Background: an optimization exercise with open tools, aiming at small area. Do not read the settings as production practice.
Where RTL was checked, it was by simulation tests only, not by an equivalence proof against the original.
Power is estimated from default activity; no workload was simulated.

## fir
module fir #(parameter DWIDTH = 16)
(
  input clk,
  input rstn,
  input signed [DWIDTH-1:0] i_data,
  output signed [(2*DWIDTH)-1:0] o_data
);
reg [15:0] d [0:26];
reg [4:0] cnt;       
reg [31:0] acc;
integer m;
always @(posedge clk) begin
  d[0] <= i_data;
  for (m = 1; m < 27; m = m + 1) d[m] <= d[m-1];
end
always @(posedge clk) begin
  if (!rstn)          cnt <= 5'd0;
  else if (cnt != 28) cnt <= cnt + 5'd1;
end
reg v14, v15, v17, v19, v21, v23, v25, v27;
always @(posedge clk) begin
  v14 <= rstn && cnt >= 5'd13;
  v15 <= rstn && cnt >= 5'd14;
  v17 <= rstn && cnt >= 5'd16;
  v19 <= rstn && cnt >= 5'd18;
  v21 <= rstn && cnt >= 5'd20;
  v23 <= rstn && cnt >= 5'd22;
  v25 <= rstn && cnt >= 5'd24;
  v27 <= rstn && cnt >= 5'd26;
end
wire [15:0] u0 = d[12];
wire [15:0] u2 = (d[14] & {16{v15}});
wire [15:0] u4 = (d[16] & {16{v17}});
wire [15:0] u6 = (d[18] & {16{v19}});
wire [15:0] u8 = (d[20] & {16{v21}});
wire [15:0] u10 = (d[22] & {16{v23}});
wire [15:0] u12 = (d[24] & {16{v25}});
wire [15:0] u14 = (d[26] & {16{v27}});
wire a_n1 = ~u0[15];
wire a_n2 = ~u14[15];
wire a_s3, a_c4;
fir_ha u_a_s3 (.a(u0[0]), .b(u14[0]), .s(a_s3), .co(a_c4));
wire a_s5, a_c6;
fir_fa u_a_s5 (.a(u0[1]), .b(u14[1]), .c(a_c4), .s(a_s5), .co(a_c6));
wire a_s7, a_c8;
fir_fa u_a_s7 (.a(u0[2]), .b(u14[2]), .c(a_c6), .s(a_s7), .co(a_c8));
wire a_s9, a_c10;
fir_fa u_a_s9 (.a(u0[3]), .b(u14[3]), .c(a_c8), .s(a_s9), .co(a_c10));
wire a_s11, a_c12;
fir_fa u_a_s11 (.a(u0[4]), .b(u14[4]), .c(a_c10), .s(a_s11), .co(a_c12));
wire a_s13, a_c14;
fir_fa u_a_s13 (.a(u0[5]), .b(u14[5]), .c(a_c12), .s(a_s13), .co(a_c14));
wire a_s15, a_c16;
fir_fa u_a_s15 (.a(u0[6]), .b(u14[6]), .c(a_c14), .s(a_s15), .co(a_c16));
wire a_s17, a_c18;
fir_fa u_a_s17 (.a(u0[7]), .b(u14[7]), .c(a_c16), .s(a_s17), .co(a_c18));
wire a_s19, a_c20;
fir_fa u_a_s19 (.a(u0[8]), .b(u14[8]), .c(a_c18), .s(a_s19), .co(a_c20));
wire a_s21, a_c22;
fir_fa u_a_s21 (.a(u0[9]), .b(u14[9]), .c(a_c20), .s(a_s21), .co(a_c22));
wire a_s23, a_c24;
  ...
Settings: LEC_CHECK=0, CAP_MARGIN=20, CORE_MARGIN=2, CORE_UTILIZATION=40, SLEW_MARGIN=20, SYNTH_HIERARCHICAL=1, SYNTH_MINIMUM_KEEP_SIZE=0; clock period 8.0 ns.
standard.sh (not shown) runs the stock make flow with config.mk's settings and CLKGATE_MAP_FILE= SYNTH_SCRIPT=/design/flow/synth_recipe.tcl, a recipe that flattens the netlist after the stock synthesis.
==> flow/flow/run.sh <==
#!/bin/bash
set -euo pipefail
cd "$(dirname "$0")/.."
export CTS_ARGS="-sink_clustering_enable -repair_clock_nets -dont_use_dummy_load -sink_clustering_size 10 -sink_clustering_max_diameter 50 -buf_list {sky130_fd_sc_hd__clkbuf_4}"
export BUFFER_PORTS_ARGS="-buffer_cell sky130_fd_sc_hd__buf_1"
bash standard.sh > flow_make.log 2>&1
==> next run, changes <==
==> flow/flow/run.sh (replaced) <==
#!/bin/bash
set -euo pipefail
cd "$(dirname "$0")/.."
export CTS_ARGS="-sink_clustering_enable -repair_clock_nets -dont_use_dummy_load -sink_clustering_size 18 -sink_clustering_max_diameter 70 -buf_list {sky130_fd_sc_hd__clkbuf_8}"
export BUFFER_PORTS_ARGS="-buffer_cell sky130_fd_sc_hd__buf_1"
bash standard.sh > flow_make.log 2>&1
Outcome: Die area does not change. Cell count came out lower by 1.7%. Total power came out higher by 0.47%.

* * *

fir, a different RTL version from the one above (not shown whole).
Size: roughly 560 flip-flops, roughly 50 I/O pins.
Design fir, start of the top module:
module fir #(parameter DWIDTH = 16)
(
  input clk,
  input rstn,
  input signed [DWIDTH-1:0] i_data,
  output signed [(2*DWIDTH)-1:0] o_data
);
make LEC_CHECK=0 CAP_MARGIN=20 CORE_MARGIN=2 CORE_UTILIZATION=40 CTS_BUF_LIST='sky130_fd_sc_hd__clkbuf_2 sky130_fd_sc_hd__clkbuf_4 sky130_fd_sc_hd__clkbuf_8' CTS_CLUSTER_SIZE=20 SLEW_MARGIN=20 SYNTH_HIERARCHICAL=1 SYNTH_MINIMUM_KEEP_SIZE=0 finish   # period 8.0 ns
run.sh (not shown) runs the stock make flow with config.mk's settings and CLKGATE_MAP_FILE= SYNTH_SCRIPT=/design/flow/synth_recipe.tcl, a recipe that flattens the netlist after the stock synthesis.
Stock flow here: none of the scripts above is used.
Then changed:
CORE_UTILIZATION = 70   (was 40)
CTS_BUF_LIST = sky130_fd_sc_hd__clkbuf_8   (was sky130_fd_sc_hd__clkbuf_2 sky130_fd_sc_hd__clkbuf_4 sky130_fd_sc_hd__clkbuf_8)
CTS_CLUSTER_SIZE = default   (was 20)
Result:
- Now the flow finished but fails on setup timing
- fmax drops by 6.0%
- count of clock-buffer cells in the layout drops by 28
- global-route usage climbs by 16 points
Then changed:
==> flow/flow/run.sh (new file) <==
#!/bin/bash
set -euo pipefail
cd "$(dirname "$0")/.."
export CTS_ARGS="-sink_clustering_enable -repair_clock_nets -dont_use_dummy_load -sink_clustering_size 25 -sink_clustering_max_diameter 100 -buf_list {sky130_fd_sc_hd__clkbuf_16}"
export BUFFER_PORTS_ARGS="-buffer_cell sky130_fd_sc_hd__buf_1"
bash standard.sh > flow_make.log 2>&1
==> flow/standard.sh (new file) <==
#!/bin/bash
# synth_recipe.tcl (not shown) runs the flow's synth.tcl, then flattens the netlist and writes it again
# the make line also repeats each setting of config.mk as NAME=value (left out here)
make -C /OpenROAD-flow-scripts/flow DESIGN_CONFIG=/design/flow/config.mk WORK_HOME=/design/flow/orfs CLKGATE_MAP_FILE= SYNTH_SCRIPT=/design/flow/synth_recipe.tcl "${@:-finish}"
CORE_UTILIZATION = 40   (was 70)
CTS_BUF_LIST = default   (was sky130_fd_sc_hd__clkbuf_8)
removed: flow/run.sh
Outcome:
- The new run produced a clean layout
- clock-buffer cell count falls by 78
- via count falls by 13%
- total power falls by 19%
- sequential share of layout area rises by 2.2 points
- combinational power falls by 13%
- routed wire length falls by 18%
- setup slack improves by 0.46 ns
- final area falls by 4.4%
- hold slack degrades by 0.032 ns
- die area rises by 73%
- first-iteration DRC count falls by 55%
Then changed:
==> flow/run.sh (new file) <==
#!/bin/bash
# synth_recipe.tcl (not shown) runs the flow's synth.tcl, then flattens the netlist and writes it again
# the make line also repeats each setting of config.mk as NAME=value (left out here)
make -C /OpenROAD-flow-scripts/flow DESIGN_CONFIG=/design/flow/config.mk WORK_HOME=/design/flow/orfs CLKGATE_MAP_FILE= SYNTH_SCRIPT=/design/flow/synth_recipe.tcl finish
CORE_UTILIZATION = 70   (was 40)
removed: flow/flow/run.sh
removed: flow/standard.sh
The new run finished but failed the layout checks on setup timing.
First-iteration DRC count went up to 3.3 times its value.
Area after synthesis is unchanged.
Wire length is higher by well over a third.
Total power climbs by a quarter to a third.
Via count grows by about a fifth.
Clock-buffer cell count climbs by 42.
Then changed:
CORE_UTILIZATION = 40   (was 70)
CTS_BUF_LIST = sky130_fd_sc_hd__clkbuf_4   (was default)
- With this change the flow finished clean
- count of clock-buffer cells in the layout climbs by 135
- routed wire length drops by 28%
- sequential share of layout area drops by 0.71 points
- fmax climbs by 8.1%
- via count drops by 10%
- die area climbs by 73%
- final cell count climbs by 23%
- total power drops by 5.4%
- utilization drops by 35 points
Then changed:
==> flow/flow/run.sh (new file) <==
#!/bin/bash
set -euo pipefail
cd "$(dirname "$0")/.."
export CTS_ARGS="-sink_clustering_enable -repair_clock_nets -dont_use_dummy_load -sink_clustering_size 10 -sink_clustering_max_diameter 50 -buf_list {sky130_fd_sc_hd__clkbuf_4}"
export BUFFER_PORTS_ARGS="-buffer_cell sky130_fd_sc_hd__buf_1"
bash standard.sh > flow_make.log 2>&1
==> flow/standard.sh (new file) <==
#!/bin/bash
# synth_recipe.tcl (not shown) runs the flow's synth.tcl, then flattens the netlist and writes it again
# the make line also repeats each setting of config.mk as NAME=value (left out here)
make -C /OpenROAD-flow-scripts/flow DESIGN_CONFIG=/design/flow/config.mk WORK_HOME=/design/flow/orfs CLKGATE_MAP_FILE= SYNTH_SCRIPT=/design/flow/synth_recipe.tcl "${@:-finish}"
CTS_BUF_LIST = default   (was sky130_fd_sc_hd__clkbuf_4)
removed: flow/run.sh
What happened:
- The new run completed without violations
- critical path depth stays the same
- worst setup slack is worse by 0.093 ns
- global-route usage drops by 0.54 points

* * *

fir, a different RTL version from the one above (not shown whole).
Size in the first run: ~560 flip-flops, about 20000 um^2 of cells after synthesis.
## fir
module fir #(parameter DWIDTH = 16)
(
  input clk,
  input rstn,
  input signed [DWIDTH-1:0] i_data,
  output signed [(2*DWIDTH)-1:0] o_data
);
reg [15:0] d [0:26];
reg [4:0] cnt;       
reg [31:0] acc;
integer m;
always @(posedge clk) begin
  d[0] <= i_data;
  for (m = 1; m < 27; m = m + 1) d[m] <= d[m-1];
end
always @(posedge clk) begin
  if (!rstn)          cnt <= 5'd0;
  else if (cnt != 28) cnt <= cnt + 5'd1;
end
reg v14, v15, v17, v19, v21, v23, v25, v27;
always @(posedge clk) begin
  v14 <= rstn && cnt >= 5'd13;
  v15 <= rstn && cnt >= 5'd14;
  v17 <= rstn && cnt >= 5'd16;
  v19 <= rstn && cnt >= 5'd18;
  v21 <= rstn && cnt >= 5'd20;
  v23 <= rstn && cnt >= 5'd22;
  v25 <= rstn && cnt >= 5'd24;
  v27 <= rstn && cnt >= 5'd26;
end
wire [15:0] u0 = ~d[12];
wire [15:0] u2 = (d[14] & {16{v15}});
wire [15:0] u4 = ~(d[16] & {16{v17}});
wire [15:0] u6 = (d[18] & {16{v19}});
wire [15:0] u8 = (d[20] & {16{v21}});
wire [15:0] u10 = ~(d[22] & {16{v23}});
wire [15:0] u12 = (d[24] & {16{v25}});
wire [15:0] u14 = ~(d[26] & {16{v27}});
wire a_n1 = ~u0[15];
wire a_n2 = ~u14[15];
wire a_s3, a_c4;
fir_ha u_a_s3 (.a(u0[0]), .b(u14[0]), .s(a_s3), .co(a_c4));
wire a_s5, a_c6;
fir_fa u_a_s5 (.a(u0[1]), .b(u14[1]), .c(a_c4), .s(a_s5), .co(a_c6));
wire a_s7, a_c8;
fir_fa u_a_s7 (.a(u0[2]), .b(u14[2]), .c(a_c6), .s(a_s7), .co(a_c8));
wire a_s9, a_c10;
fir_fa u_a_s9 (.a(u0[3]), .b(u14[3]), .c(a_c8), .s(a_s9), .co(a_c10));
wire a_s11, a_c12;
  ...
export LEC_CHECK = 0
export CAP_MARGIN = 20
export CORE_MARGIN = 2
export CORE_UTILIZATION = 40
export SLEW_MARGIN = 20
export SYNTH_HIERARCHICAL = 1
export SYNTH_MINIMUM_KEEP_SIZE = 0
create_clock -name core_clock -period 8.0 [get_ports {clk}]
standard.sh (not shown) runs the stock make flow with config.mk's settings and CLKGATE_MAP_FILE= SYNTH_SCRIPT=/design/flow/synth_recipe.tcl, a recipe that flattens the netlist after the stock synthesis.
==> flow/flow/run.sh <==
#!/bin/bash
set -euo pipefail
cd "$(dirname "$0")/.."
export CTS_ARGS="-sink_clustering_enable -repair_clock_nets -dont_use_dummy_load -sink_clustering_size 18 -sink_clustering_max_diameter 70 -buf_list {sky130_fd_sc_hd__clkbuf_8}"
export BUFFER_PORTS_ARGS="-buffer_cell sky130_fd_sc_hd__buf_1"
bash standard.sh > flow_make.log 2>&1
Rerun with:
==> flow/flow/run.sh (replaced) <==
#!/bin/bash
set -euo pipefail
cd "$(dirname "$0")/.."
export CTS_ARGS="-sink_clustering_enable -repair_clock_nets -dont_use_dummy_load -sink_clustering_size 16 -sink_clustering_max_diameter 60 -buf_list {sky130_fd_sc_hd__clkbuf_8}"
export BUFFER_PORTS_ARGS="-buffer_cell sky130_fd_sc_hd__buf_1"
bash standard.sh > flow_make.log 2>&1
Effect: The new run finished with timing, DRC and antenna clean; sequential share of layout area went down by 0.17 points; clock-buffer cell count went up by 5; critical path depth is unchanged; combinational power barely changes; cell count hardly moves; via count barely changes.
Rerun with:
==> flow/flow/run.sh (replaced) <==
#!/bin/bash
set -euo pipefail
cd "$(dirname "$0")/.."
export CTS_ARGS="-sink_clustering_enable -repair_clock_nets -dont_use_dummy_load -sink_clustering_size 18 -sink_clustering_max_diameter 70 -buf_list {sky130_fd_sc_hd__clkbuf_8}"
export BUFFER_PORTS_ARGS="-buffer_cell sky130_fd_sc_hd__buf_1"
bash standard.sh > flow_make.log 2>&1
- GPL_ROUTABILITY_DRIVEN: unset -> 0
- GPL_TIMING_DRIVEN: unset -> 0
- PLACE_DENSITY: unset -> 0.7
After rerunning: The new run went through all stages and came out clean; critical path depth falls by 3; clock power came out lower by about 6%; wire length decreases by 9.7%; synthesized cell count stays the same; final area decreases by 0.31%; die area is unchanged; sequential power is about the same; synthesized area stays the same; non-clock buffer count grows by 8; utilization goes down by 0.14 points; total power fell by 2.0%.
Rerun with:
- GPL_ROUTABILITY_DRIVEN: 0 -> unset
- PLACE_DENSITY: 0.7 -> unset
Hold slack gets worse by 21 ps.
Combinational power climbs by about 2%.
Fmax barely changes.
Worst setup slack gets better by 11 ps.
Total power climbs by 0.87%.
Area after synthesis does not change.
Design area stays flat.
Via count drops by about 1%.
Final cell count hardly moves.
No run of this note included a check of the RTL's function; only the layout flow was run.

* * *

fir, a different RTL version from the one above (not shown whole).
For scale: roughly 560 flip-flops, roughly 50 I/O pins, roughly 19000 um2 of cells after synthesis.
Settings: LEC_CHECK=0, CAP_MARGIN=20, CORE_MARGIN=2, CORE_UTILIZATION=40, SLEW_MARGIN=20, SYNTH_HIERARCHICAL=1, SYNTH_MINIMUM_KEEP_SIZE=0; clock period 8.0 ns.
==> flow/flow/run.sh <==
#!/bin/bash
set -euo pipefail
cd "$(dirname "$0")/.."
export CTS_ARGS="-sink_clustering_enable -repair_clock_nets -dont_use_dummy_load -sink_clustering_size 12 -sink_clustering_max_diameter 45 -buf_list {sky130_fd_sc_hd__clkbuf_4}"
export BUFFER_PORTS_ARGS="-buffer_cell sky130_fd_sc_hd__buf_1"
bash standard.sh > flow_make.log 2>&1
The baseline went through all stages and came out clean.
Edit:
==> flow/flow/run.sh (replaced) <==
#!/bin/bash
set -euo pipefail
cd "$(dirname "$0")/.."
export CTS_ARGS="-sink_clustering_enable -repair_clock_nets -dont_use_dummy_load -sink_clustering_size 10 -sink_clustering_max_diameter 50 -buf_list {sky130_fd_sc_hd__clkbuf_4}"
export BUFFER_PORTS_ARGS="-buffer_cell sky130_fd_sc_hd__buf_1"
bash standard.sh > flow_make.log 2>&1
Effect: The new run passed the timing, DRC and antenna checks. Cell area rose slightly. Worst setup slack loses 130 ps. Sequential share of layout area fell by 0.20 points. Power rose slightly. Via count rose slightly. Worst hold slack loses 37 ps. Global-route usage rose by 0.20 points. Clock skew fell by 24 ps. Area after synthesis does not change. Utilization rose by 0.15 points.

* * *

RTL: one of the versions met above, not the one the previous note started from.
Size: ~1400 cells after synthesis, ~50 I/O pins, about 0.021 mm2 of cells after synthesis.
==> flow/config.mk <==
export PLATFORM = sky130hd
export DESIGN_NAME = fir
export DESIGN_NICKNAME = fir
export VERILOG_FILES = /design/flow/design.v
export SDC_FILE = /design/flow/constraint.sdc
export NUM_CORES = 4
export LEC_CHECK = 0
export CAP_MARGIN = 20
export CORE_MARGIN = 2
export CORE_UTILIZATION = 40
export SLEW_MARGIN = 20
export SYNTH_HIERARCHICAL = 1
export SYNTH_MINIMUM_KEEP_SIZE = 0
==> flow/constraint.sdc <==
create_clock -name core_clock -period 8.0 [get_ports {clk}]
set_input_delay 1.6000 -clock core_clock [delete_from_list [all_inputs] [get_ports {clk}]]
set_output_delay 1.6000 -clock core_clock [all_outputs]
set_load 0.01 [all_outputs]
run.sh (not shown) runs the stock make flow with config.mk's settings and CLKGATE_MAP_FILE= SYNTH_SCRIPT=/design/flow/synth_recipe.tcl, a recipe that flattens the netlist after the stock synthesis.
Stock flow here: none of the scripts above is used.
The starting point completed with no timing, DRC or antenna violations.
Edit:
==> flow/flow/run.sh (new file) <==
#!/bin/bash
set -euo pipefail
cd "$(dirname "$0")/.."
export CTS_ARGS="-sink_clustering_enable -repair_clock_nets -dont_use_dummy_load -sink_clustering_size 18 -sink_clustering_max_diameter 70 -buf_list {sky130_fd_sc_hd__clkbuf_8}"
export BUFFER_PORTS_ARGS="-buffer_cell sky130_fd_sc_hd__buf_1"
bash standard.sh > flow_make.log 2>&1
==> flow/standard.sh (new file) <==
#!/bin/bash
# synth_recipe.tcl (not shown) runs the flow's synth.tcl, then flattens the netlist and writes it again
# the make line also repeats each setting of config.mk as NAME=value (left out here)
make -C /OpenROAD-flow-scripts/flow DESIGN_CONFIG=/design/flow/config.mk WORK_HOME=/design/flow/orfs CLKGATE_MAP_FILE= SYNTH_SCRIPT=/design/flow/synth_recipe.tcl "${@:-finish}"
removed: flow/run.sh
The changed run finished with timing, DRC and antenna clean.
Setup slack is worse by 0.049 ns.
Wire length shrinks by 0.36%.
Utilization shrinks by 3.2 points.
Power shrinks by 24%.
Cell count shrinks by 2.6%.
Edit:
==> flow/flow/run.sh (replaced) <==
#!/bin/bash
set -euo pipefail
cd "$(dirname "$0")/.."
export CTS_ARGS="-sink_clustering_enable -repair_clock_nets -dont_use_dummy_load -buf_list {sky130_fd_sc_hd__clkbuf_4 sky130_fd_sc_hd__clkbuf_8}"
export BUFFER_PORTS_ARGS="-buffer_cell sky130_fd_sc_hd__buf_1"
bash standard.sh > flow_make.log 2>&1
After rerunning: Setup slack improved by 0.054 ns; worst hold slack improved by 0.011 ns; via count went up by 3.3%; final area went up by 3.0%; power went up by about 15%; global-route usage went up by 0.34 points; non-clock buffer count stays the same; routed wire length went up by about 1.4%; sequential share of layout area went down by 1.5 points; final cell count went up by about 2.2%.

-- port drivers added, routing unchanged --
In the flow no input, the clock included, has a driving cell. The finished layouts below were timed again as built, in two steps.
Step 1 assumes that a clkbuf_16 drives the clock port and a buf_2 every other input.
Step 2 also shifts input and output timing later by t, the mid clock arrival at the registers, as if the neighbouring blocks saw the same clock.
Three values: ideal ports, drivers, drivers and shift; two values: the first two.
| run | shift t [ns] | setup WS [ns] | worst setup path at the end |
|---|---|---|---|
| the first run of note 1 | 0.786 | 0.383 / 0.383 / 0.383 | register to register |
| the second run of note 1 | 0.640 | 0.420 / 0.420 / 0.420 | register to register |
| the first run of note 2 | 0.697 | 0.459 / 0.459 / 0.459 | register to register |
| the second run of note 2 | 0.674 | -0.021 / -0.021 / -0.021 | register to register |
| the third run of note 2 | 0.627 | 0.443 / 0.443 / 0.443 | register to register |
| the fourth run of note 2 | 0.632 | -0.118 / -0.118 / -0.118 | register to register |
| the fifth run of note 2 | 0.948 | 0.492 / 0.492 / 0.492 | register to register |
| the sixth run of note 2 | 0.781 | 0.399 / 0.399 / 0.399 | register to register |
| the first run of note 3 | 0.637 | 0.419 / 0.419 / 0.419 | register to register |
| the second run of note 3 | 0.649 | 0.455 / 0.455 / 0.455 | register to register |
| the third run of note 3 | 0.629 | 0.349 / 0.349 / 0.349 | register to register |
| the fourth run of note 3 | 0.638 | 0.361 / 0.361 / 0.361 | register to register |
| the first run of note 4 | 0.806 | 0.436 / 0.436 / 0.436 | register to register |
| the second run of note 4 | 0.792 | 0.307 / 0.307 / 0.307 | register to register |
| the first run of note 5 | 0.649 | 0.495 / 0.495 / 0.495 | register to register |
| the second run of note 5 | 0.646 | 0.445 / 0.445 / 0.445 | register to register |
| the third run of note 5 | 0.658 | 0.499 / 0.499 / 0.499 | register to register |
